Background: an optimization exercise with open tools, aiming at small area and a short achievable clock period. Do not read the settings as production practice. Function not checked in this run: the RTL went through the layout flow alone. Power and IR drop assume default switching activity.

[flow/run.sh]
#!/bin/bash
# synth_recipe.tcl (not shown) runs the flow's synth.tcl, then flattens the netlist and writes it again
# the make line also repeats each setting of config.mk as NAME=value (left out here)
make -C /OpenROAD-flow-scripts/flow DESIGN_CONFIG=/design/flow/config.mk WORK_HOME=/design/flow/orfs CLKGATE_MAP_FILE= SYNTH_SCRIPT=/design/flow/synth_recipe.tcl finish
[flow/config.mk]
export PLATFORM = sky130hd
export DESIGN_NAME = FPM
export DESIGN_NICKNAME = FPM
export VERILOG_FILES = /design/flow/design.v
export SDC_FILE = /design/flow/constraint.sdc
export NUM_CORES = 4
export LEC_CHECK = 0
export CAP_MARGIN = 20
export CORE_MARGIN = 2
export CORE_UTILIZATION = 55
export SETUP_SLACK_MARGIN = 0.6
export SLEW_MARGIN = 20
export SYNTH_HIERARCHICAL = 1
export SYNTH_MINIMUM_KEEP_SIZE = 0
[flow/constraint.sdc]
create_clock -name core_clock -period 3.0 [get_ports {clk}]
set_input_delay 0.6000 -clock core_clock [delete_from_list [all_inputs] [get_ports {clk}]]
set_output_delay 0.6000 -clock core_clock [all_outputs]
set_load 0.01 [all_outputs]
[flow/design.v]
module FPM(A, B, SUM, clk);
  input [31:0] A, B;
  input clk;
  output [31:0] SUM;
  wire       s0_sgn = A[31] ^ B[31];
  wire [7:0] s0_exp = A[30:23] + B[30:23] + 8'h81;
  wire [24:0] q = {1'b1, B[22:0], 1'b0};
  wire [11:0] one, two, neg;
  wire [24:0] m = {1'b1, A[22:0], 1'b0};   
  genvar gi, gj;
  generate for (gi = 0; gi < 12; gi = gi + 1) begin : enc
    assign one[gi] = q[2*gi+1] ^ q[2*gi];
    assign two[gi] = (q[2*gi+2] & ~q[2*gi+1] & ~q[2*gi]) | (~q[2*gi+2] & q[2*gi+1] & q[2*gi]);
    assign neg[gi] = q[2*gi+2] & ~(q[2*gi+1] & q[2*gi]);
  end endgenerate
  wire [24:0] pp [0:11];
  generate for (gi = 0; gi < 12; gi = gi + 1) begin : rw
    for (gj = 0; gj < 25; gj = gj + 1) begin : cl
      if (gj == 24)
        assign pp[gi][gj] = two[gi] ^ neg[gi];
      else
        assign pp[gi][gj] = ((one[gi] & m[gj+1]) | (two[gi] & m[gj])) ^ neg[gi];
    end
  end endgenerate
  wire n1 = ~neg[0];
  wire n2 = ~neg[1];
  wire n3 = ~neg[2];
  wire n4 = ~neg[3];
  wire n5 = ~neg[4];
  wire n6 = ~neg[5];
  wire n7 = ~neg[6];
  wire n8 = ~neg[7];
  wire n9 = ~neg[8];
  wire n10 = ~neg[9];
  wire n11 = ~neg[10];
  wire n12 = ~neg[11];
  wire n13, n14;
  fpm_fa un13 (neg[1], pp[0][2], pp[1][0], n13, n14);
  wire n15, n16;
  fpm_fa un15 (neg[2], pp[0][4], pp[1][2], n15, n16);
  wire n17, n18;
  fpm_fa un17 (pp[0][5], pp[1][3], pp[2][1], n17, n18);
  wire n19, n20;
  fpm_fa un19 (neg[3], pp[0][6], pp[1][4], n19, n20);
  wire n21, n22;
  fpm_fa un21 (pp[0][7], pp[1][5], pp[2][3], n21, n22);
  wire n23, n24;
  fpm_fa un23 (neg[4], pp[0][8], pp[1][6], n23, n24);
  wire n25, n26;
  fpm_fa un25 (pp[2][4], pp[3][2], pp[4][0], n25, n26);
  wire n27, n28;
  fpm_fa un27 (pp[0][9], pp[1][7], pp[2][5], n27, n28);
  wire n29, n30;
  fpm_fa un29 (neg[5], pp[0][10], pp[1][8], n29, n30);
  wire n31, n32;
  fpm_fa un31 (pp[2][6], pp[3][4], pp[4][2], n31, n32);
  wire n33, n34;
  fpm_fa un33 (pp[0][11], pp[1][9], pp[2][7], n33, n34);
  wire n35, n36;
  fpm_fa un35 (pp[3][5], pp[4][3], pp[5][1], n35, n36);
  wire n37, n38;
  fpm_fa un37 (neg[6], pp[0][12], pp[1][10], n37, n38);
  wire n39, n40;
  fpm_fa un39 (pp[2][8], pp[3][6], pp[4][4], n39, n40);
  wire n41, n42;
  fpm_fa un41 (pp[0][13], pp[1][11], pp[2][9], n41, n42);
  wire n43, n44;
  fpm_fa un43 (pp[3][7], pp[4][5], pp[5][3], n43, n44);
  wire n45, n46;
  fpm_fa un45 (neg[7], pp[0][14], pp[1][12], n45, n46);
  wire n47, n48;
  fpm_fa un47 (pp[2][10], pp[3][8], pp[4][6], n47, n48);
  wire n49, n50;
  fpm_fa un49 (pp[5][4], pp[6][2], pp[7][0], n49, n50);
  wire n51, n52;
  fpm_fa un51 (pp[0][15], pp[1][13], pp[2][11], n51, n52);
  wire n53, n54;
  fpm_fa un53 (pp[3][9], pp[4][7], pp[5][5], n53, n54);
  wire n55, n56;
  fpm_fa un55 (neg[8], pp[0][16], pp[1][14], n55, n56);
  wire n57, n58;
  fpm_fa un57 (pp[2][12], pp[3][10], pp[4][8], n57, n58);
  wire n59, n60;
  fpm_fa un59 (pp[5][6], pp[6][4], pp[7][2], n59, n60);
  wire n61, n62;
  fpm_fa un61 (pp[0][17], pp[1][15], pp[2][13], n61, n62);
  wire n63, n64;
  fpm_fa un63 (pp[3][11], pp[4][9], pp[5][7], n63, n64);
  wire n65, n66;
  fpm_fa un65 (pp[6][5], pp[7][3], pp[8][1], n65, n66);
  wire n67, n68;
  fpm_fa un67 (neg[9], pp[0][18], pp[1][16], n67, n68);
  wire n69, n70;
  fpm_fa un69 (pp[2][14], pp[3][12], pp[4][10], n69, n70);
  wire n71, n72;
  fpm_fa un71 (pp[5][8], pp[6][6], pp[7][4], n71, n72);
  wire n73, n74;
  fpm_fa un73 (pp[0][19], pp[1][17], pp[2][15], n73, n74);
  wire n75, n76;
  fpm_fa un75 (pp[3][13], pp[4][11], pp[5][9], n75, n76);
  wire n77, n78;
  fpm_fa un77 (pp[6][7], pp[7][5], pp[8][3], n77, n78);
  wire n79, n80;
  fpm_fa un79 (neg[10], pp[0][20], pp[1][18], n79, n80);
  wire n81, n82;
  fpm_fa un81 (pp[2][16], pp[3][14], pp[4][12], n81, n82);
  wire n83, n84;
  fpm_fa un83 (pp[5][10], pp[6][8], pp[7][6], n83, n84);
  wire n85, n86;
  fpm_fa un85 (pp[8][4], pp[9][2], pp[10][0], n85, n86);
  wire n87, n88;
  fpm_fa un87 (pp[0][21], pp[1][19], pp[2][17], n87, n88);
  wire n89, n90;
  fpm_fa un89 (pp[3][15], pp[4][13], pp[5][11], n89, n90);
  wire n91, n92;
  fpm_fa un91 (pp[6][9], pp[7][7], pp[8][5], n91, n92);
  wire n93, n94;
  fpm_fa un93 (neg[11], pp[0][22], pp[1][20], n93, n94);
  wire n95, n96;
  fpm_fa un95 (pp[2][18], pp[3][16], pp[4][14], n95, n96);
  wire n97, n98;
  fpm_fa un97 (pp[5][12], pp[6][10], pp[7][8], n97, n98);
  wire n99, n100;
  fpm_fa un99 (pp[8][6], pp[9][4], pp[10][2], n99, n100);
  wire n101, n102;
  fpm_fa un101 (pp[0][23], pp[1][21], pp[2][19], n101, n102);
  wire n103, n104;
  fpm_fa un103 (pp[3][17], pp[4][15], pp[5][13], n103, n104);
  wire n105, n106;
  fpm_fa un105 (pp[6][11], pp[7][9], pp[8][7], n105, n106);
  wire n107, n108;
  fpm_fa un107 (pp[9][5], pp[10][3], pp[11][1], n107, n108);
  wire n109, n110;
  fpm_fa un109 (A[0], pp[0][24], pp[1][22], n109, n110);
  wire n111, n112;
  fpm_fa un111 (pp[2][20], pp[3][18], pp[4][16], n111, n112);
  wire n113, n114;
  fpm_fa un113 (pp[5][14], pp[6][12], pp[7][10], n113, n114);
  wire n115, n116;
  fpm_fa un115 (pp[8][8], pp[9][6], pp[10][4], n115, n116);
  wire n117, n118;
  fpm_fa un117 (1'b1, A[1], n1, n117, n118);
  wire n119, n120;
  fpm_fa un119 (pp[1][23], pp[2][21], pp[3][19], n119, n120);
  wire n121, n122;
  fpm_fa un121 (pp[4][17], pp[5][15], pp[6][13], n121, n122);
  wire n123, n124;
  fpm_fa un123 (pp[7][11], pp[8][9], pp[9][7], n123, n124);
  wire n125, n126;
  fpm_fa un125 (1'b1, A[2], pp[1][24], n125, n126);
  wire n127, n128;
  fpm_fa un127 (pp[2][22], pp[3][20], pp[4][18], n127, n128);
  wire n129, n130;
  fpm_fa un129 (pp[5][16], pp[6][14], pp[7][12], n129, n130);
  wire n131, n132;
  fpm_fa un131 (pp[8][10], pp[9][8], pp[10][6], n131, n132);
  wire n133, n134;
  fpm_fa un133 (A[3], n2, pp[2][23], n133, n134);
  wire n135, n136;
  fpm_fa un135 (pp[3][21], pp[4][19], pp[5][17], n135, n136);
  wire n137, n138;
  fpm_fa un137 (pp[6][15], pp[7][13], pp[8][11], n137, n138);
  wire n139, n140;
  fpm_fa un139 (pp[9][9], pp[10][7], pp[11][5], n139, n140);
  wire n141, n142;
  fpm_fa un141 (1'b1, A[4], pp[2][24], n141, n142);
  wire n143, n144;
  fpm_fa un143 (pp[3][22], pp[4][20], pp[5][18], n143, n144);
  wire n145, n146;
  fpm_fa un145 (pp[6][16], pp[7][14], pp[8][12], n145, n146);
  wire n147, n148;
  fpm_fa un147 (pp[9][10], pp[10][8], pp[11][6], n147, n148);
  wire n149, n150;
  fpm_fa un149 (A[5], n3, pp[3][23], n149, n150);
  wire n151, n152;
  fpm_fa un151 (pp[4][21], pp[5][19], pp[6][17], n151, n152);
  wire n153, n154;
  fpm_fa un153 (pp[7][15], pp[8][13], pp[9][11], n153, n154);
  wire n155, n156;
  fpm_fa un155 (1'b1, A[6], pp[3][24], n155, n156);
  wire n157, n158;
  fpm_fa un157 (pp[4][22], pp[5][20], pp[6][18], n157, n158);
  wire n159, n160;
  fpm_fa un159 (pp[7][16], pp[8][14], pp[9][12], n159, n160);
  wire n161, n162;
  fpm_fa un161 (A[7], n4, pp[4][23], n161, n162);
  wire n163, n164;
  fpm_fa un163 (pp[5][21], pp[6][19], pp[7][17], n163, n164);
  wire n165, n166;
  fpm_fa un165 (pp[8][15], pp[9][13], pp[10][11], n165, n166);
  wire n167, n168;
  fpm_fa un167 (1'b1, A[8], pp[4][24], n167, n168);
  wire n169, n170;
  fpm_fa un169 (pp[5][22], pp[6][20], pp[7][18], n169, n170);
  wire n171, n172;
  fpm_fa un171 (pp[8][16], pp[9][14], pp[10][12], n171, n172);
  wire n173, n174;
  fpm_fa un173 (A[9], n5, pp[5][23], n173, n174);
  wire n175, n176;
  fpm_fa un175 (pp[6][21], pp[7][19], pp[8][17], n175, n176);
  wire n177, n178;
  fpm_fa un177 (pp[9][15], pp[10][13], pp[11][11], n177, n178);
  wire n179, n180;
  fpm_fa un179 (1'b1, A[10], pp[5][24], n179, n180);
  wire n181, n182;
  fpm_fa un181 (pp[6][22], pp[7][20], pp[8][18], n181, n182);
  wire n183, n184;
  fpm_fa un183 (pp[9][16], pp[10][14], pp[11][12], n183, n184);
  wire n185, n186;
  fpm_fa un185 (A[11], n6, pp[6][23], n185, n186);
  wire n187, n188;
  fpm_fa un187 (pp[7][21], pp[8][19], pp[9][17], n187, n188);
  wire n189, n190;
  fpm_fa un189 (1'b1, A[12], pp[6][24], n189, n190);
  wire n191, n192;
  fpm_fa un191 (pp[7][22], pp[8][20], pp[9][18], n191, n192);
  wire n193, n194;
  fpm_fa un193 (A[13], n7, pp[7][23], n193, n194);
  wire n195, n196;
  fpm_fa un195 (pp[8][21], pp[9][19], pp[10][17], n195, n196);
  wire n197, n198;
  fpm_fa un197 (1'b1, A[14], pp[7][24], n197, n198);
  wire n199, n200;
  fpm_fa un199 (pp[8][22], pp[9][20], pp[10][18], n199, n200);
  wire n201, n202;
  fpm_fa un201 (A[15], n8, pp[8][23], n201, n202);
  wire n203, n204;
  fpm_fa un203 (pp[9][21], pp[10][19], pp[11][17], n203, n204);
  wire n205, n206;
  fpm_fa un205 (1'b1, A[16], pp[8][24], n205, n206);
  wire n207, n208;
  fpm_fa un207 (pp[9][22], pp[10][20], pp[11][18], n207, n208);
  wire n209, n210;
  fpm_fa un209 (A[17], n9, pp[9][23], n209, n210);
  wire n211, n212;
  fpm_fa un211 (1'b1, A[18], pp[9][24], n211, n212);
  wire n213, n214;
  fpm_fa un213 (A[19], n10, pp[10][23], n213, n214);
  wire n215, n216;
  fpm_fa un215 (1'b1, A[20], pp[10][24], n215, n216);
  wire n217, n218;
  fpm_fa un217 (A[21], n11, pp[11][23], n217, n218);
  wire n219, n220;
  fpm_fa un219 (1'b1, A[22], pp[11][24], n219, n220);
  wire n221, n222;
  fpm_fa un221 (pp[0][3], pp[1][1], n14, n221, n222);
  wire n223, n224;
  fpm_fa un223 (pp[2][2], pp[3][0], n18, n223, n224);
  wire n225, n226;
  fpm_fa un225 (pp[3][1], n20, n21, n225, n226);
  wire n227, n228;
  fpm_fa un227 (n22, n23, n25, n227, n228);
  wire n229, n230;
  fpm_fa un229 (pp[3][3], pp[4][1], n24, n229, n230);
  wire n231, n232;
  fpm_fa un231 (pp[5][0], n28, n29, n231, n232);
  wire n233, n234;
  fpm_fa un233 (n30, n32, n33, n233, n234);
  wire n235, n236;
  fpm_fa un235 (pp[5][2], pp[6][0], n34, n235, n236);
  wire n237, n238;
  fpm_fa un237 (n36, n37, n39, n237, n238);
  wire n239, n240;
  fpm_fa un239 (pp[6][1], n38, n40, n239, n240);
  wire n241, n242;
  fpm_fa un241 (n42, n44, n45, n241, n242);
  wire n243, n244;
  fpm_fa un243 (pp[6][3], pp[7][1], n46, n243, n244);
  wire n245, n246;
  fpm_fa un245 (n48, n50, n51, n245, n246);
  wire n247, n248;
  fpm_fa un247 (pp[8][0], n52, n54, n247, n248);
  wire n249, n250;
  fpm_fa un249 (n55, n57, n59, n249, n250);
  wire n251, n252;
  fpm_fa un251 (n56, n58, n60, n251, n252);
  wire n253, n254;
  fpm_fa un253 (n61, n63, n65, n253, n254);
  wire n255, n256;
  fpm_fa un255 (pp[8][2], pp[9][0], n62, n255, n256);
  wire n257, n258;
  fpm_fa un257 (n64, n66, n67, n257, n258);
  wire n259, n260;
  fpm_fa un259 (pp[9][1], n68, n70, n259, n260);
  wire n261, n262;
  fpm_fa un261 (n72, n73, n75, n261, n262);
  wire n263, n264;
  fpm_fa un263 (n74, n76, n78, n263, n264);
  wire n265, n266;
  fpm_fa un265 (n79, n81, n83, n265, n266);
  wire n267, n268;
  fpm_fa un267 (pp[9][3], pp[10][1], n80, n267, n268);
  wire n269, n270;
  fpm_fa un269 (n82, n84, n86, n269, n270);
  wire n271, n272;
  fpm_fa un271 (n87, n89, n91, n271, n272);
  wire n273, n274;
  fpm_fa un273 (pp[11][0], n88, n90, n273, n274);
  wire n275, n276;
  fpm_fa un275 (n92, n93, n95, n275, n276);
  wire n277, n278;
  fpm_fa un277 (n94, n96, n98, n277, n278);
  wire n279, n280;
  fpm_fa un279 (n100, n101, n103, n279, n280);
  wire n281, n282;
  fpm_fa un281 (pp[11][2], n102, n104, n281, n282);
  wire n283, n284;
  fpm_fa un283 (n106, n108, n109, n283, n284);
  wire n285, n286;
  fpm_fa un285 (n111, n113, n115, n285, n286);
  wire n287, n288;
  fpm_fa un287 (pp[10][5], pp[11][3], n117, n287, n288);
  wire n289, n290;
  fpm_fa un289 (n110, n112, n114, n289, n290);
  wire n291, n292;
  fpm_fa un291 (n116, n119, n121, n291, n292);
  wire n293, n294;
  fpm_fa un293 (pp[11][4], n118, n120, n293, n294);
  wire n295, n296;
  fpm_fa un295 (n122, n124, n125, n295, n296);
  wire n297, n298;
  fpm_fa un297 (n127, n129, n131, n297, n298);
  wire n299, n300;
  fpm_fa un299 (n126, n128, n130, n299, n300);
  wire n301, n302;
  fpm_fa un301 (n132, n133, n135, n301, n302);
  wire n303, n304;
  fpm_fa un303 (n134, n136, n138, n303, n304);
  wire n305, n306;
  fpm_fa un305 (n140, n141, n143, n305, n306);
  wire n307, n308;
  fpm_fa un307 (pp[10][9], pp[11][7], n142, n307, n308);
  wire n309, n310;
  fpm_fa un309 (n144, n146, n148, n309, n310);
  wire n311, n312;
  fpm_fa un311 (n149, n151, n153, n311, n312);
  wire n313, n314;
  fpm_fa un313 (pp[10][10], pp[11][8], n150, n313, n314);
  wire n315, n316;
  fpm_fa un315 (n152, n154, n155, n315, n316);
  wire n317, n318;
  fpm_fa un317 (pp[11][9], n156, n158, n317, n318);
  wire n319, n320;
  fpm_fa un319 (n160, n161, n163, n319, n320);
  wire n321, n322;
  fpm_fa un321 (pp[11][10], n162, n164, n321, n322);
  wire n323, n324;
  fpm_fa un323 (n166, n167, n169, n323, n324);
  wire n325, n326;
  fpm_fa un325 (n168, n170, n172, n325, n326);
  wire n327, n328;
  fpm_fa un327 (n173, n175, n177, n327, n328);
  wire n329, n330;
  fpm_fa un329 (n174, n176, n178, n329, n330);
  wire n331, n332;
  fpm_fa un331 (n179, n181, n183, n331, n332);
  wire n333, n334;
  fpm_fa un333 (pp[10][15], pp[11][13], n180, n333, n334);
  wire n335, n336;
  fpm_fa un335 (n182, n184, n185, n335, n336);
  wire n337, n338;
  fpm_fa un337 (pp[10][16], pp[11][14], n186, n337, n338);
  wire n339, n340;
  fpm_fa un339 (n188, n189, n191, n339, n340);
  wire n341, n342;
  fpm_fa un341 (pp[11][15], n190, n192, n341, n342);
  wire n343, n344;
  fpm_fa un343 (pp[11][16], n194, n196, n343, n344);
  wire n345, n346;
  fpm_fa un345 (n198, n200, n201, n345, n346);
  wire n347, n348;
  fpm_fa un347 (n202, n204, n205, n347, n348);
  wire n349, n350;
  fpm_fa un349 (pp[10][21], pp[11][19], n206, n349, n350);
  wire n351, n352;
  fpm_fa un351 (pp[10][22], pp[11][20], n210, n351, n352);
  wire n353, n354;
  fpm_fa un353 (pp[11][21], n212, n213, n353, n354);
  wire n355, n356;
  fpm_fa un355 (pp[11][22], n214, n215, n355, n356);
  wire n357, n358;
  fpm_fa un357 (1'b1, n12, n220, n357, n358);
  wire n359 = neg[0] & pp[0][0];
  wire n360 = neg[0] | pp[0][0];
  wire n361 = 1'b0 | (pp[0][1] & n359);
  reg [183:0] r1_m;
  reg        r1_sgn;
  reg [7:0]  r1_exp;
  always @(posedge clk) begin
    r1_m <= {n357, n219, n218, n356, n217, n216, n355, n354, n353, n352, n351, n350, n211, n348, n349, n209, n208, n347, n346, n207, n345, n344, n203, n343, n342, n199, n197, n340, n341, n338, n195, n193, n339, n336, n337, n334, n335, n332, n333, n330, n187, n331, n328, n329, n326, n327, n324, n325, n322, n323, n320, n321, n318, n171, n319, n316, n317, n314, n165, n315, n312, n313, n310, n308, n159, n157, n311, n306, n309, n307, n304, n305, n302, n303, n300, n147, n145, n301, n298, n296, n299, n294, n139, n137, n297, n295, n292, n293, n290, n288, n291, n286, n284, n289, n282, n287, n123, n285, n283, n280, n281, n278, n279, n276, n277, n274, n107, n105, n275, n272, n273, n270, n268, n99, n97, n271, n266, n269, n267, n264, n265, n262, n263, n260, n85, n261, n258, n259, n256, n77, n257, n254, n255, n252, n71, n69, n253, n250, n251, n248, n249, n246, n247, n244, n245, n242, n243, n53, n241, n240, n49, n47, n238, n239, n236, n43, n41, n237, n234, n235, n233, n232, n35, n231, n230, n31, n228, n229, n27, n26, n227, n226, n225, n224, n223, n19, n17, n16, n222, n15, pp[2][0], n221, n13, n361};
    r1_sgn <= s0_sgn; r1_exp <= s0_exp;
  end
  wire n363, n364;
  fpm_fa un363 (r1_m[3], r1_m[4], r1_m[5], n363, n364);
  wire n365, n366;
  fpm_fa un365 (r1_m[14], r1_m[15], r1_m[16], n365, n366);
  wire n367, n368;
  fpm_fa un367 (r1_m[18], r1_m[19], r1_m[20], n367, n368);
  wire n369, n370;
  fpm_fa un369 (r1_m[21], r1_m[22], r1_m[23], n369, n370);
  wire n371, n372;
  fpm_fa un371 (r1_m[24], r1_m[25], r1_m[26], n371, n372);
  wire n373, n374;
  fpm_fa un373 (r1_m[27], r1_m[28], r1_m[29], n373, n374);
  wire n375, n376;
  fpm_fa un375 (r1_m[32], r1_m[33], r1_m[34], n375, n376);
  wire n377, n378;
  fpm_fa un377 (r1_m[36], r1_m[37], r1_m[38], n377, n378);
  wire n379, n380;
  fpm_fa un379 (r1_m[40], r1_m[41], r1_m[42], n379, n380);
  wire n381, n382;
  fpm_fa un381 (r1_m[44], r1_m[45], r1_m[46], n381, n382);
  wire n383, n384;
  fpm_fa un383 (r1_m[48], r1_m[49], r1_m[50], n383, n384);
  wire n385, n386;
  fpm_fa un385 (r1_m[51], r1_m[52], r1_m[53], n385, n386);
  wire n387, n388;
  fpm_fa un387 (r1_m[54], r1_m[55], r1_m[56], n387, n388);
  wire n389, n390;
  fpm_fa un389 (r1_m[59], r1_m[60], r1_m[61], n389, n390);
  wire n391, n392;
  fpm_fa un391 (r1_m[64], r1_m[65], r1_m[66], n391, n392);
  wire n393, n394;
  fpm_fa un393 (r1_m[69], r1_m[70], r1_m[71], n393, n394);
  wire n395, n396;
  fpm_fa un395 (r1_m[72], r1_m[73], r1_m[74], n395, n396);
  wire n397, n398;
  fpm_fa un397 (r1_m[76], r1_m[77], r1_m[78], n397, n398);
  wire n399, n400;
  fpm_fa un399 (r1_m[79], r1_m[80], r1_m[81], n399, n400);
  wire n401, n402;
  fpm_fa un401 (r1_m[82], r1_m[83], r1_m[84], n401, n402);
  wire n403, n404;
  fpm_fa un403 (r1_m[87], r1_m[88], r1_m[89], n403, n404);
  wire n405, n406;
  fpm_fa un405 (r1_m[90], r1_m[91], r1_m[92], n405, n406);
  wire n407, n408;
  fpm_fa un407 (r1_m[94], r1_m[95], r1_m[96], n407, n408);
  wire n409, n410;
  fpm_fa un409 (r1_m[97], r1_m[98], r1_m[99], n409, n410);
  wire n411, n412;
  fpm_fa un411 (r1_m[100], r1_m[101], r1_m[102], n411, n412);
  wire n413, n414;
  fpm_fa un413 (r1_m[103], r1_m[104], r1_m[105], n413, n414);
  wire n415, n416;
  fpm_fa un415 (r1_m[107], r1_m[108], r1_m[109], n415, n416);
  wire n417, n418;
  fpm_fa un417 (r1_m[110], r1_m[111], r1_m[112], n417, n418);
  wire n419, n420;
  fpm_fa un419 (r1_m[113], r1_m[114], r1_m[115], n419, n420);
  wire n421, n422;
  fpm_fa un421 (r1_m[118], r1_m[119], r1_m[120], n421, n422);
  wire n423, n424;
  fpm_fa un423 (r1_m[121], r1_m[122], r1_m[123], n423, n424);
  wire n425, n426;
  fpm_fa un425 (r1_m[125], r1_m[126], r1_m[127], n425, n426);
  wire n427, n428;
  fpm_fa un427 (r1_m[130], r1_m[131], r1_m[132], n427, n428);
  wire n429, n430;
  fpm_fa un429 (r1_m[135], r1_m[136], r1_m[137], n429, n430);
  wire n431, n432;
  fpm_fa un431 (r1_m[139], r1_m[140], r1_m[141], n431, n432);
  wire n433, n434;
  fpm_fa un433 (r1_m[143], r1_m[144], r1_m[145], n433, n434);
  wire n435, n436;
  fpm_fa un435 (r1_m[148], r1_m[149], r1_m[150], n435, n436);
  wire n437, n438;
  fpm_fa un437 (r1_m[152], r1_m[153], r1_m[154], n437, n438);
  wire n439, n440;
  fpm_fa un439 (r1_m[157], r1_m[158], r1_m[159], n439, n440);
  wire n441, n442;
  fpm_fa un441 (r1_m[161], r1_m[162], r1_m[163], n441, n442);
  wire n443, n444;
  fpm_fa un443 (r1_m[164], r1_m[165], r1_m[166], n443, n444);
  wire n445, n446;
  fpm_fa un445 (r1_m[167], r1_m[168], r1_m[169], n445, n446);
  wire n447, n448;
  fpm_fa un447 (r1_m[171], r1_m[172], r1_m[173], n447, n448);
  wire n449, n450;
  fpm_fa un449 (r1_m[178], r1_m[179], r1_m[180], n449, n450);
  wire n451, n452;
  fpm_fa un451 (r1_m[6], r1_m[7], n364, n451, n452);
  wire n453, n454;
  fpm_fa un453 (r1_m[30], r1_m[31], n372, n453, n454);
  wire n455, n456;
  fpm_fa un455 (r1_m[35], n374, n375, n455, n456);
  wire n457, n458;
  fpm_fa un457 (r1_m[39], n376, n377, n457, n458);
  wire n459, n460;
  fpm_fa un459 (r1_m[43], n378, n379, n459, n460);
  wire n461, n462;
  fpm_fa un461 (r1_m[47], n380, n381, n461, n462);
  wire n463, n464;
  fpm_fa un463 (n382, n383, n385, n463, n464);
  wire n465, n466;
  fpm_fa un465 (r1_m[57], r1_m[58], n384, n465, n466);
  wire n467, n468;
  fpm_fa un467 (r1_m[62], r1_m[63], n388, n467, n468);
  wire n469, n470;
  fpm_fa un469 (r1_m[67], r1_m[68], n390, n469, n470);
  wire n471, n472;
  fpm_fa un471 (r1_m[75], n392, n393, n471, n472);
  wire n473, n474;
  fpm_fa un473 (n394, n396, n397, n473, n474);
  wire n475, n476;
  fpm_fa un475 (r1_m[85], r1_m[86], n398, n475, n476);
  wire n477, n478;
  fpm_fa un477 (r1_m[93], n402, n403, n477, n478);
  wire n479, n480;
  fpm_fa un479 (n404, n406, n407, n479, n480);
  wire n481, n482;
  fpm_fa un481 (r1_m[106], n408, n410, n481, n482);
  wire n483, n484;
  fpm_fa un483 (n412, n414, n415, n483, n484);
  wire n485, n486;
  fpm_fa un485 (r1_m[116], r1_m[117], n416, n485, n486);
  wire n487, n488;
  fpm_fa un487 (r1_m[124], n420, n421, n487, n488);
  wire n489, n490;
  fpm_fa un489 (r1_m[128], r1_m[129], n422, n489, n490);
  wire n491, n492;
  fpm_fa un491 (r1_m[133], r1_m[134], n426, n491, n492);
  wire n493, n494;
  fpm_fa un493 (r1_m[138], n428, n429, n493, n494);
  wire n495, n496;
  fpm_fa un495 (r1_m[142], n430, n431, n495, n496);
  wire n497, n498;
  fpm_fa un497 (r1_m[146], r1_m[147], n432, n497, n498);
  wire n499, n500;
  fpm_fa un499 (r1_m[151], n434, n435, n499, n500);
  wire n501, n502;
  fpm_fa un501 (r1_m[155], r1_m[156], n436, n501, n502);
  wire n503, n504;
  fpm_fa un503 (r1_m[160], n438, n439, n503, n504);
  wire n505, n506;
  fpm_fa un505 (r1_m[170], n444, n445, n505, n506);
  wire n507, n508;
  fpm_fa un507 (r1_m[174], r1_m[175], n448, n507, n508);
  wire n509, n510;
  fpm_fa un509 (r1_m[181], r1_m[182], n450, n509, n510);
  wire n511, n512;
  fpm_fa un511 (r1_m[8], r1_m[9], n452, n511, n512);
  wire n513, n514;
  fpm_fa un513 (n386, n387, n465, n513, n514);
  wire n515, n516;
  fpm_fa un515 (n389, n466, n467, n515, n516);
  wire n517, n518;
  fpm_fa un517 (n391, n468, n469, n517, n518);
  wire n519, n520;
  fpm_fa un519 (n395, n470, n471, n519, n520);
  wire n521, n522;
  fpm_fa un521 (n399, n472, n473, n521, n522);
  wire n523, n524;
  fpm_fa un523 (n400, n401, n475, n523, n524);
  wire n525, n526;
  fpm_fa un525 (n405, n476, n477, n525, n526);
  wire n527, n528;
  fpm_fa un527 (n409, n478, n479, n527, n528);
  wire n529, n530;
  fpm_fa un529 (n411, n413, n481, n529, n530);
  wire n531, n532;
  fpm_fa un531 (n417, n482, n483, n531, n532);
  wire n533, n534;
  fpm_fa un533 (n418, n419, n485, n533, n534);
  wire n535, n536;
  fpm_fa un535 (n423, n486, n487, n535, n536);
  wire n537, n538;
  fpm_fa un537 (n424, n425, n489, n537, n538);
  wire n539, n540;
  fpm_fa un539 (n427, n490, n491, n539, n540);
  wire n541, n542;
  fpm_fa un541 (n433, n497, n496, n541, n542);
  wire n543, n544;
  fpm_fa un543 (n437, n501, n500, n543, n544);
  wire n545, n546;
  fpm_fa un545 (n440, n441, n504, n545, n546);
  wire n547, n548;
  fpm_fa un547 (n446, n447, n506, n547, n548);
  wire n549, n550;
  fpm_fa un549 (r1_m[176], r1_m[177], n508, n549, n550);
  wire n551, n552;
  fpm_fa un551 (r1_m[10], r1_m[11], n512, n551, n552);
  wire n553, n554;
  fpm_ha hn553 (r1_m[12], r1_m[13], n553, n554);
  wire n555, n556;
  fpm_ha hn555 (r1_m[17], n365, n555, n556);
  wire n557, n558;
  fpm_ha hn557 (n366, n367, n557, n558);
  wire n559, n560;
  fpm_ha hn559 (n368, n369, n559, n560);
  wire n561, n562;
  fpm_ha hn561 (n370, n371, n561, n562);
  wire n563, n564;
  fpm_ha hn563 (n373, n453, n563, n564);
  wire n565, n566;
  fpm_ha hn565 (n454, n455, n565, n566);
  wire n567, n568;
  fpm_ha hn567 (n456, n457, n567, n568);
  wire n569, n570;
  fpm_ha hn569 (n458, n459, n569, n570);
  wire n571, n572;
  fpm_ha hn571 (n460, n461, n571, n572);
  wire n573, n574;
  fpm_ha hn573 (n462, n463, n573, n574);
  wire n575, n576;
  fpm_ha hn575 (n464, n513, n575, n576);
  wire n577, n578;
  fpm_ha hn577 (n514, n515, n577, n578);
  wire n579, n580;
  fpm_ha hn579 (n516, n517, n579, n580);
  wire n581, n582;
  fpm_ha hn581 (n518, n519, n581, n582);
  wire n583, n584;
  fpm_ha hn583 (n520, n521, n583, n584);
  wire n585, n586;
  fpm_fa un585 (n492, n493, n540, n585, n586);
  wire n587, n588;
  fpm_ha hn587 (n494, n495, n587, n588);
  wire n589, n590;
  fpm_fa un589 (n498, n499, n542, n589, n590);
  wire n591, n592;
  fpm_fa un591 (n502, n503, n544, n591, n592);
  wire n593, n594;
  fpm_fa un593 (n442, n443, n546, n593, n594);
  wire n595 = r1_m[0] & r1_m[1];
  wire n596 = r1_m[0] | r1_m[1];
  wire n597 = 1'b0 | (r1_m[2] & n595);
  wire n599 = 1'b0 | (n451 & 1'b0);
  wire n600 = n451 & n363;
  wire n601 = n599 | (n600 & n597);
  reg [80:0] r2_m;
  reg        r2_sgn;
  reg [7:0]  r2_exp;
  always @(posedge clk) begin
    r2_m <= {n510, r1_m[183], n509, n550, n449, n549, n548, n507, n547, n594, n505, n593, n592, n545, n591, n590, n543, n589, n541, n588, n586, n587, n585, n539, n538, n536, n537, n488, n535, n534, n532, n533, n484, n531, n530, n528, n529, n480, n527, n526, n525, n524, n584, n522, n523, n474, n583, n582, n581, n580, n579, n578, n577, n576, n575, n574, n573, n572, n571, n570, n569, n568, n567, n566, n565, n564, n563, n562, n561, n560, n559, n558, n557, n556, n555, n554, n552, n553, n551, n601, n511};
    r2_sgn <= r1_sgn; r2_exp <= r1_exp;
  end
  wire n603, n604;
  fpm_fa un603 (r2_m[35], r2_m[36], r2_m[37], n603, n604);
  wire n605, n606;
  fpm_fa un605 (r2_m[43], r2_m[44], r2_m[45], n605, n606);
  wire n607, n608;
  fpm_fa un607 (r2_m[48], r2_m[49], r2_m[50], n607, n608);
  wire n609, n610;
  fpm_fa un609 (r2_m[53], r2_m[54], r2_m[55], n609, n610);
  wire n611, n612;
  fpm_fa un611 (r2_m[39], r2_m[40], n604, n611, n612);
  wire n613, n614;
  fpm_ha hn613 (r2_m[41], r2_m[42], n613, n614);
  wire n615, n616;
  fpm_fa un615 (r2_m[46], r2_m[47], n606, n615, n616);
  wire n617, n618;
  fpm_fa un617 (r2_m[51], r2_m[52], n608, n617, n618);
  wire n619, n620;
  fpm_fa un619 (r2_m[56], r2_m[57], n610, n619, n620);
  wire n621 = r2_m[0] & r2_m[1];
  wire n622 = r2_m[0] | r2_m[1];
  wire n623 = r2_m[3] & r2_m[4];
  wire n624 = r2_m[3] | r2_m[4];
  wire n625 = r2_m[5] & r2_m[6];
  wire n626 = r2_m[5] | r2_m[6];
  wire n627 = r2_m[7] & r2_m[8];
  wire n628 = r2_m[7] | r2_m[8];
  wire n629 = r2_m[9] & r2_m[10];
  wire n630 = r2_m[9] | r2_m[10];
  wire n631 = r2_m[11] & r2_m[12];
  wire n632 = r2_m[11] | r2_m[12];
  wire n633 = r2_m[13] & r2_m[14];
  wire n634 = r2_m[13] | r2_m[14];
  wire n635 = r2_m[15] & r2_m[16];
  wire n636 = r2_m[15] | r2_m[16];
  wire n637 = r2_m[17] & r2_m[18];
  wire n638 = r2_m[17] | r2_m[18];
  wire n639 = r2_m[19] & r2_m[20];
  wire n640 = r2_m[19] | r2_m[20];
  wire n641 = r2_m[21] & r2_m[22];
  wire n642 = r2_m[21] | r2_m[22];
  wire n643 = r2_m[23] & r2_m[24];
  wire n644 = r2_m[23] | r2_m[24];
  wire n645 = r2_m[25] & r2_m[26];
  wire n646 = r2_m[25] | r2_m[26];
  wire n647 = r2_m[27] & r2_m[28];
  wire n648 = r2_m[27] | r2_m[28];
  wire n649 = r2_m[29] & r2_m[30];
  wire n650 = r2_m[29] | r2_m[30];
  wire n651 = 1'b0 | (r2_m[2] & n621);
  wire n653 = n625 | (n626 & n623);
  wire n654 = n626 & n624;
  wire n655 = n629 | (n630 & n627);
  wire n656 = n630 & n628;
  wire n657 = n633 | (n634 & n631);
  wire n658 = n634 & n632;
  wire n659 = n637 | (n638 & n635);
  wire n660 = n638 & n636;
  wire n661 = n641 | (n642 & n639);
  wire n662 = n642 & n640;
  wire n663 = n645 | (n646 & n643);
  wire n664 = n646 & n644;
  wire n665 = n649 | (n650 & n647);
  wire n666 = n650 & n648;
  wire n667 = n653 | (n654 & n651);
  wire n669 = n657 | (n658 & n655);
  wire n670 = n658 & n656;
  wire n671 = n661 | (n662 & n659);
  wire n672 = n662 & n660;
  wire n673 = n665 | (n666 & n663);
  wire n674 = n666 & n664;
  wire n675 = n669 | (n670 & n667);
  wire n677 = n673 | (n674 & n671);
  wire n678 = n674 & n672;
  wire n679 = n677 | (n678 & n675);
  wire n681, n682;
  fpm_fa un681 (r2_m[31], r2_m[32], n679, n681, n682);
  wire n683, n684;
  fpm_ha hn683 (r2_m[33], r2_m[34], n683, n684);
  wire n685, n686;
  fpm_ha hn685 (r2_m[38], n603, n685, n686);
  reg [41:0] r3_m;
  reg        r3_sgn;
  reg [7:0]  r3_exp;
  always @(posedge clk) begin
    r3_m <= {r2_m[80], r2_m[79], r2_m[78], r2_m[77], r2_m[76], r2_m[75], r2_m[74], r2_m[73], r2_m[72], r2_m[71], r2_m[70], r2_m[69], r2_m[68], r2_m[67], r2_m[66], r2_m[65], r2_m[64], r2_m[63], r2_m[62], r2_m[61], r2_m[60], r2_m[59], n620, r2_m[58], n619, n618, n609, n617, n616, n607, n615, n605, n614, n612, n613, n686, n611, n684, n685, n682, n683, n681};
    r3_sgn <= r2_sgn; r3_exp <= r2_exp;
  end
  wire n687 = r3_m[1] & r3_m[2];
  wire n688 = r3_m[1] | r3_m[2];
  wire n689 = r3_m[1] ^ r3_m[2];
  wire n690 = r3_m[3] & r3_m[4];
  wire n691 = r3_m[3] | r3_m[4];
  wire n692 = r3_m[3] ^ r3_m[4];
  wire n693 = r3_m[5] & r3_m[6];
  wire n694 = r3_m[5] | r3_m[6];
  wire n695 = r3_m[5] ^ r3_m[6];
  wire n696 = r3_m[7] & r3_m[8];
  wire n697 = r3_m[7] | r3_m[8];
  wire n698 = r3_m[7] ^ r3_m[8];
  wire n699 = r3_m[9] & r3_m[10];
  wire n700 = r3_m[9] | r3_m[10];
  wire n701 = r3_m[9] ^ r3_m[10];
  wire n702 = r3_m[12] & r3_m[13];
  wire n703 = r3_m[12] | r3_m[13];
  wire n704 = r3_m[12] ^ r3_m[13];
  wire n705 = r3_m[15] & r3_m[16];
  wire n706 = r3_m[15] | r3_m[16];
  wire n707 = r3_m[15] ^ r3_m[16];
  wire n708 = r3_m[18] & r3_m[19];
  wire n709 = r3_m[18] | r3_m[19];
  wire n710 = r3_m[18] ^ r3_m[19];
  wire n711 = r3_m[20] & r3_m[21];
  wire n712 = r3_m[20] | r3_m[21];
  wire n713 = r3_m[20] ^ r3_m[21];
  wire n714 = r3_m[22] & r3_m[23];
  wire n715 = r3_m[22] | r3_m[23];
  wire n716 = r3_m[22] ^ r3_m[23];
  wire n717 = r3_m[25] & r3_m[26];
  wire n718 = r3_m[25] | r3_m[26];
  wire n719 = r3_m[25] ^ r3_m[26];
  wire n720 = r3_m[28] & r3_m[29];
  wire n721 = r3_m[28] | r3_m[29];
  wire n722 = r3_m[28] ^ r3_m[29];
  wire n723 = r3_m[31] & r3_m[32];
  wire n724 = r3_m[31] | r3_m[32];
  wire n725 = r3_m[31] ^ r3_m[32];
  wire n726 = r3_m[34] & r3_m[35];
  wire n727 = r3_m[34] | r3_m[35];
  wire n728 = r3_m[34] ^ r3_m[35];
  wire n729 = r3_m[37] & r3_m[38];
  wire n730 = r3_m[37] | r3_m[38];
  wire n731 = r3_m[37] ^ r3_m[38];
  wire n732 = r3_m[40] & r3_m[41];
  wire n733 = r3_m[40] | r3_m[41];
  wire n734 = r3_m[40] ^ r3_m[41];
  wire n735 = n687 | (n688 & 1'b0);
  wire n737 = n693 | (n694 & n690);
  wire n738 = n694 & n691;
  wire n739 = n699 | (n700 & n696);
  wire n740 = n700 & n697;
  wire n741 = n702 | (n703 & 1'b0);
  wire n742 = n703 & r3_m[11];
  wire n743 = n705 | (n706 & 1'b0);
  wire n744 = n706 & r3_m[14];
  wire n745 = n708 | (n709 & 1'b0);
  wire n746 = n709 & r3_m[17];
  wire n747 = n714 | (n715 & n711);
  wire n748 = n715 & n712;
  wire n749 = n717 | (n718 & 1'b0);
  wire n750 = n718 & r3_m[24];
  wire n751 = n720 | (n721 & 1'b0);
  wire n752 = n721 & r3_m[27];
  wire n753 = n723 | (n724 & 1'b0);
  wire n754 = n724 & r3_m[30];
  wire n755 = n726 | (n727 & 1'b0);
  wire n756 = n727 & r3_m[33];
  wire n757 = n729 | (n730 & 1'b0);
  wire n758 = n730 & r3_m[36];
  wire n759 = n732 | (n733 & 1'b0);
  wire n760 = n733 & r3_m[39];
  wire n761 = n690 | (n691 & n735);
  wire n763 = n737 | (n738 & n735);
  wire n765 = 1'b0 | (r3_m[11] & n739);
  wire n766 = r3_m[11] & n740;
  wire n767 = n741 | (n742 & n739);
  wire n768 = n742 & n740;
  wire n769 = 1'b0 | (r3_m[17] & n743);
  wire n770 = r3_m[17] & n744;
  wire n771 = n745 | (n746 & n743);
  wire n772 = n746 & n744;
  wire n773 = 1'b0 | (r3_m[24] & n747);
  wire n774 = r3_m[24] & n748;
  wire n775 = n749 | (n750 & n747);
  wire n776 = n750 & n748;
  wire n777 = 1'b0 | (r3_m[30] & n751);
  wire n778 = r3_m[30] & n752;
  wire n779 = n753 | (n754 & n751);
  wire n780 = n754 & n752;
  wire n781 = 1'b0 | (r3_m[36] & n755);
  wire n782 = r3_m[36] & n756;
  wire n783 = n757 | (n758 & n755);
  wire n784 = n758 & n756;
  wire n785 = n696 | (n697 & n763);
  wire n787 = n739 | (n740 & n763);
  wire n789 = n765 | (n766 & n763);
  wire n791 = n767 | (n768 & n763);
  wire n793 = n711 | (n712 & n771);
  wire n794 = n712 & n772;
  wire n795 = n747 | (n748 & n771);
  wire n796 = n748 & n772;
  wire n797 = n773 | (n774 & n771);
  wire n798 = n774 & n772;
  wire n799 = n775 | (n776 & n771);
  wire n800 = n776 & n772;
  wire n801 = 1'b0 | (r3_m[33] & n779);
  wire n802 = r3_m[33] & n780;
  wire n803 = n755 | (n756 & n779);
  wire n804 = n756 & n780;
  wire n805 = n781 | (n782 & n779);
  wire n806 = n782 & n780;
  wire n807 = n783 | (n784 & n779);
  wire n808 = n784 & n780;
  wire n809 = 1'b0 | (r3_m[14] & n791);
  wire n811 = n743 | (n744 & n791);
  wire n813 = n769 | (n770 & n791);
  wire n815 = n771 | (n772 & n791);
  wire n817 = n793 | (n794 & n791);
  wire n819 = n795 | (n796 & n791);
  wire n821 = n797 | (n798 & n791);
  wire n823 = n799 | (n800 & n791);
  wire n825 = 1'b0 | (r3_m[39] & n807);
  wire n826 = r3_m[39] & n808;
  wire n827 = n759 | (n760 & n807);
  wire n828 = n760 & n808;
  wire n829 = 1'b0 | (r3_m[27] & n823);
  wire n831 = n751 | (n752 & n823);
  wire n833 = n777 | (n778 & n823);
  wire n835 = n779 | (n780 & n823);
  wire n837 = n801 | (n802 & n823);
  wire n839 = n803 | (n804 & n823);
  wire n841 = n805 | (n806 & n823);
  wire n843 = n807 | (n808 & n823);
  wire n845 = n825 | (n826 & n823);
  wire n847 = n827 | (n828 & n823);
  wire n849 = n689 ^ 1'b0;
  wire n850 = n692 ^ n735;
  wire n851 = n695 ^ n761;
  wire n852 = n698 ^ n763;
  wire n853 = n701 ^ n785;
  wire n854 = r3_m[11] ^ n787;
  wire n855 = n704 ^ n789;
  wire n856 = r3_m[14] ^ n791;
  wire n857 = n707 ^ n809;
  wire n858 = r3_m[17] ^ n811;
  wire n859 = n710 ^ n813;
  wire n860 = n713 ^ n815;
  wire n861 = n716 ^ n817;
  wire n862 = r3_m[24] ^ n819;
  wire n863 = n719 ^ n821;
  wire n864 = r3_m[27] ^ n823;
  wire n865 = n722 ^ n829;
  wire n866 = r3_m[30] ^ n831;
  wire n867 = n725 ^ n833;
  wire n868 = r3_m[33] ^ n835;
  wire n869 = n728 ^ n837;
  wire n870 = r3_m[36] ^ n839;
  wire n871 = n731 ^ n841;
  wire n872 = r3_m[39] ^ n843;
  wire n873 = n734 ^ n845;
  wire [24:0] n874 = {n873, n872, n871, n870, n869, n868, n867, n866, n865, n864, n863, n862, n861, n860, n859, n858, n857, n856, n855, n854, n853, n852, n851, n850, n849};
  reg [24:0] r4_p;
  reg        r4_sgn;
  reg [7:0]  r4_exp;
  always @(posedge clk) begin
    r4_p <= n874; r4_sgn <= r3_sgn; r4_exp <= r3_exp;
  end
  wire [31:0] n875 = {r4_sgn, r4_exp + {7'd0, r4_p[24]}, r4_p[24] ? r4_p[23:1] : r4_p[22:0]};
  reg [31:0] r5_o;
  always @(posedge clk) r5_o <= n875;
  reg [31:0] r6_o;
  always @(posedge clk) r6_o <= r5_o;
  reg [31:0] r7_o;
  always @(posedge clk) r7_o <= r6_o;
  reg [31:0] r8_o;
  always @(posedge clk) r8_o <= r7_o;
  reg [31:0] r9_o;
  always @(posedge clk) r9_o <= r8_o;
  reg [31:0] r10_o;
  always @(posedge clk) r10_o <= r9_o;
  assign SUM = r10_o;
endmodule
module fpm_fa(a, b, c, s, co);
  input a, b, c;
  output s, co;
  assign s = a ^ b ^ c;
  assign co = (a & b) | (a & c) | (b & c);
endmodule
module fpm_ha(a, b, s, co);
  input a, b;
  output s, co;
  assign s = a ^ b;
  assign co = a & b;
endmodule
==> key figures <==
Clocking
  – Worst-path clk slew: 60 ps
  – CTS Root Cell: clkbuf_16
  – CTS tree: built
  – CTS Buf Count: 54
  – H-tree Lvls: 2
  – # hold bufs at CTS: 0
  – Clock buffer depth: 3
  – CTS Sinks: 559
  – Worst-Skew Late Latency: 620 ps

Worst setup path
  – Cells on worst reg2reg path: 7
  – Slowest CP cell: fa_2
  – RR Startpoint: r2_m[2]
  – CP Capture Type: flip-flop
  – R2R setup slack: 670 ps
  – CP Max Fanout: 7
  – Crit path required time: 3500 ps
  – Crit-path cells: clkdlybuf4s15_1 -> buf_6 -> buf_12 -> ha_4 -> buf_8 -> a22oi_2 -> xnor2_1 -> buf_4 -> fa_2 -> fa_1
  – CP bufs+invs: 5
  – CP arrival: 2910 ps
  – Critical path class: in2reg
  – Critical Path Source Type: input pin
  – R2r endpoint: r3_m[2]
  – Worst path top cell family by delay: adder cells
  – Max incr delay on CP: 600 ps

Layout
  – Layout cell share with drive strength beyond 1: 23.4%
  – Area growth from synthesis to layout: 28.7%
  – # fillers: 3042
  – Layout net count: 2628
  – Commonest cells after routing, fill and taps aside: dfxtp_1, fa_1, xnor2_1, a22oi_1, buf_4
  – Post-route cell area: 32000 µm²
  – Most common cell after layout, fill and taps aside: dfxtp_1
  – Register area: 11200 µm²
  – Final core utilization: 71.9%
  – Ant diodes: 0
  – Area of the multi-input gates: 13900 µm²

Yosys
  – Async SR Flop Fraction: 0%
  – EDFF count, synth: 0
  – Main synth FF type: dfxtp_1
  – Synth cell types: 49
  – Sequential cell area fraction in the yosys report: 45.1%
  – Synth Cell Area: 24800 µm²
  – Syn Area/Cell: 12.8 µm²
  – Yosys reg bits: 559
  – Synthesized instance count: 1941
  – YS warnings: 7

Drt
  – Routed WL: 61.8 mm
  – TritonRoute pass-1 iters: 5
  – Starting DRT DRC Count: 1276
  – Wire length per cell: 21.8 µm
  – DR DRC count: 0
  – Post-DRT Antenna Nets: 0
  – Avg Vias per Cell: 5.54
  – DR vias: 15.7k

Floorplanning
  – DIE HEIGHT: 216 µm
  – Starting Density: 55.9%
  – Die ar.: 46800 µm²
  – Standard-cell rows: 77
  – Core Region: 44400 µm²
  – Die W: 216 µm
  – # IOs: 97

Global route
  – Initial antenna violation count: 0
  – GRT overflow: 0
  – Largest net degree at the start of global routing: 46
  – Total GRT Usage: 27.1%
  – First-pass GRT wire length: 96.1 mm
  – Vias in the first global route: 16.7k

STA
  – Slew Limit Fails: 0
  – Achievable Freq: 0.415 GHz
  – Final setup fails: 0
  – Final Critical Period: 2410 ps
  – Least-Margin Pin Slew: 606 ps
  – Fin crit share: 80.4%
  – Unrepaired setup endpoints after global routing: true
  – Fin. Hold Viols: 0
  – Max-slew headroom at the worst pin: 59.5%
  – Skew final: 33.0 ps
  – Hold_ws: 318 ps

Placed design
  – Placed Area: 28700 µm²
  – Gpl congestion: 0.905
  – Port Buf Inserts: 96
  – Hpwl dp: 42.0 mm

Hold path
  – Hold path cells: 0
  – Min-delay src: r9_o[12]
  – Worst hold path class: reg2reg
  – Worst Hold End: r10_o[12]

Pwr
  – Max rail drop VDD: 0.767 mV
  – Leakage: 12.8 nW
  – Pwr Density: 990 nW/µm²
  – Tot Pwr: 31.6 mW

Job
  – Number of max-cap violations: 0

Status
  – Status: complete, no violations
## per-stage QoR
step,std cells,setup TNS (ps),setup WS [ps]
global placement,2676,-9650,-261
detailed placement,2676,-11850,-286
floorplan,1953,0,501
CTS,2826,0,588
finish,2838,0,588
global route,2838,0,573
## flip-flops by register name, summed over array words and instances, names as in the netlist
name	cells
r3_sgn	1
r6_o	32
r1_sgn	1
r8_o	32
r1_exp	8
r10_o	32
r2_sgn	1
r4_p	25
r7_o	32
r3_m	41
r3_exp	8
r2_exp	8
r9_o	32
r4_exp	8
r1_m	184
r2_m	81
r4_sgn	1
r5_o	32
## how the worst max path moves through the flow
stage / end / cells after the start / from
detailed placement: r1_m[138] / 9 / B[21]
finish: r1_m[117] / 10 / B[7]
floorplan: r1_m[138] / 7 / B[20]
global placement: r1_m[138] / 9 / B[21]
global route: r1_m[142] / 8 / B[20]
CTS: r1_m[106] / 9 / B[7]
## Yosys stat by module (local to each module, per instance)
module / area, µm² / flops+latches / times used / cells
fpm_ha: 12.5 / 0 / 20 / 1
FPM: 18900 / 559 / 1 / 1640
fpm_fa: 20.0 / 0 / 281 / 1
## cell usage after synthesis, drive strengths merged (4+ instances only)
cell | n | area [µm²]
ha | 78 | 976
buf | 24 | 115
clkbuf | 110 | 413
and2b | 4 | 33.8
nand2 | 40 | 150
xnor2 | 282 | 2470
dfxtp | 559 | 11200
o22ai | 4 | 25.0
fa | 284 | 5690
nand3b | 10 | 75.1
o21ai | 41 | 205
nand3 | 24 | 120
a21oi | 27 | 143
mux2 | 24 | 270
inv | 58 | 218
nor2 | 17 | 63.8
a21o | 6 | 45.0
xor2 | 24 | 210
nand2b | 41 | 257
a22oi | 244 | 1830
## cell families (layout without fill, tap and decap cells)
family | count (synthesis) | after routing | share of synthesized area [%]
AND/OR/NAND/NOR | 151 | 151 | 3.28
XOR/XNOR | 306 | 306 | 10.8
other | 1 | 13 | 0.0151
flip-flops | 559 | 559 | 45.1
adder cells (fa/ha/maj) | 365 | 365 | 27.0
AO/OA/AOI/OAI | 343 | 343 | 9.77
multiplexers | 24 | 24 | 1.09
buffers and inverters | 192 | 485 | 3.00
## metal layers
metal,global-route usage [%],up-vias,share of wire (%),wire (µm)
met4,11.8,0,3.7,2310
met1,37.2,7801,42,25900
met2,41.5,771,45,27600
met3,5.82,173,9.5,5890
met5,0,-,0,0
li1,-,6969,-,-
## report_power, final
| part | leakage (nW) | switching, mW | internal, mW | total (mW) |
|---|---|---|---|---|
| logic | 7.18 | 5.76 | 5.81 | 11.6 |
| registers | 4.71 | 1.51 | 11.3 | 12.8 |
| clock network | 0.959 | 2.83 | 4.45 | 7.28 |
| total | 12.8 | 10.1 | 21.5 | 31.6 |
## worst register-to-register path, cell delays in order, from the launching register on
cell and delay, ps:
dfxtp_1 300, and3_1 170, maj3_1 360, maj3_1 380
a21oi_1 210, o311ai_2 160, a21o_1 280, fa_1 380
## what timing repair did
item                       in CTS  in global routing
cloned                         10                  0
buffers inserted               39                 12
setup endpoints to repair      97                 57
pin swaps                      75                 47
resized for setup              93                 56
## layout make-up
| class | count | share of cell area (%) |
|---|---|---|
| well taps | 592 | 2.32 |
| clock inverters | 22 | 1.26 |
| repair buffers | 324 | 12.0 |
| multi-input cells | 1202 | 43.4 |
| inverters | 58 | 1.07 |
| flip-flops and latches | 559 | 35.0 |
| clock buffers | 79 | 4.93 |
| repair inverters | 2 | 0.0548 |

[port drivers added, routing unchanged]
How much do the figures lean on ideal ports? The routed layout below was timed once more, with nothing changed but the port constraints.
Step 1 (the two cells are an assumption about what drives the block):
set clk [get_ports {clk}]
set_driving_cell -lib_cell sky130_fd_sc_hd__clkbuf_16 $clk
set_driving_cell -lib_cell sky130_fd_sc_hd__buf_2 [delete_from_list [all_inputs] $clk]
Step 2, shift: input delay + t, output delay - t, t = (earliest + latest rising clock arrival at the registers) / 2. This alone moves slack from input paths to output paths.
a / b / c = no drivers / after step 1 / after step 2; a / b = the first two.
shift t [ns]: 0.659
setup slack, ns: 0.588 / 0.625 / -0.034
worst hold slack (ns): 0.318 / 0.318 / 0.318
clock arrival spread, ns: 0.041 / 0.042
With both steps, setup timing fails in this run, where it was met with ideal ports. For this run, drivers alone change the setup slack by +0.037 ns; drivers and shift together by -0.622 ns.
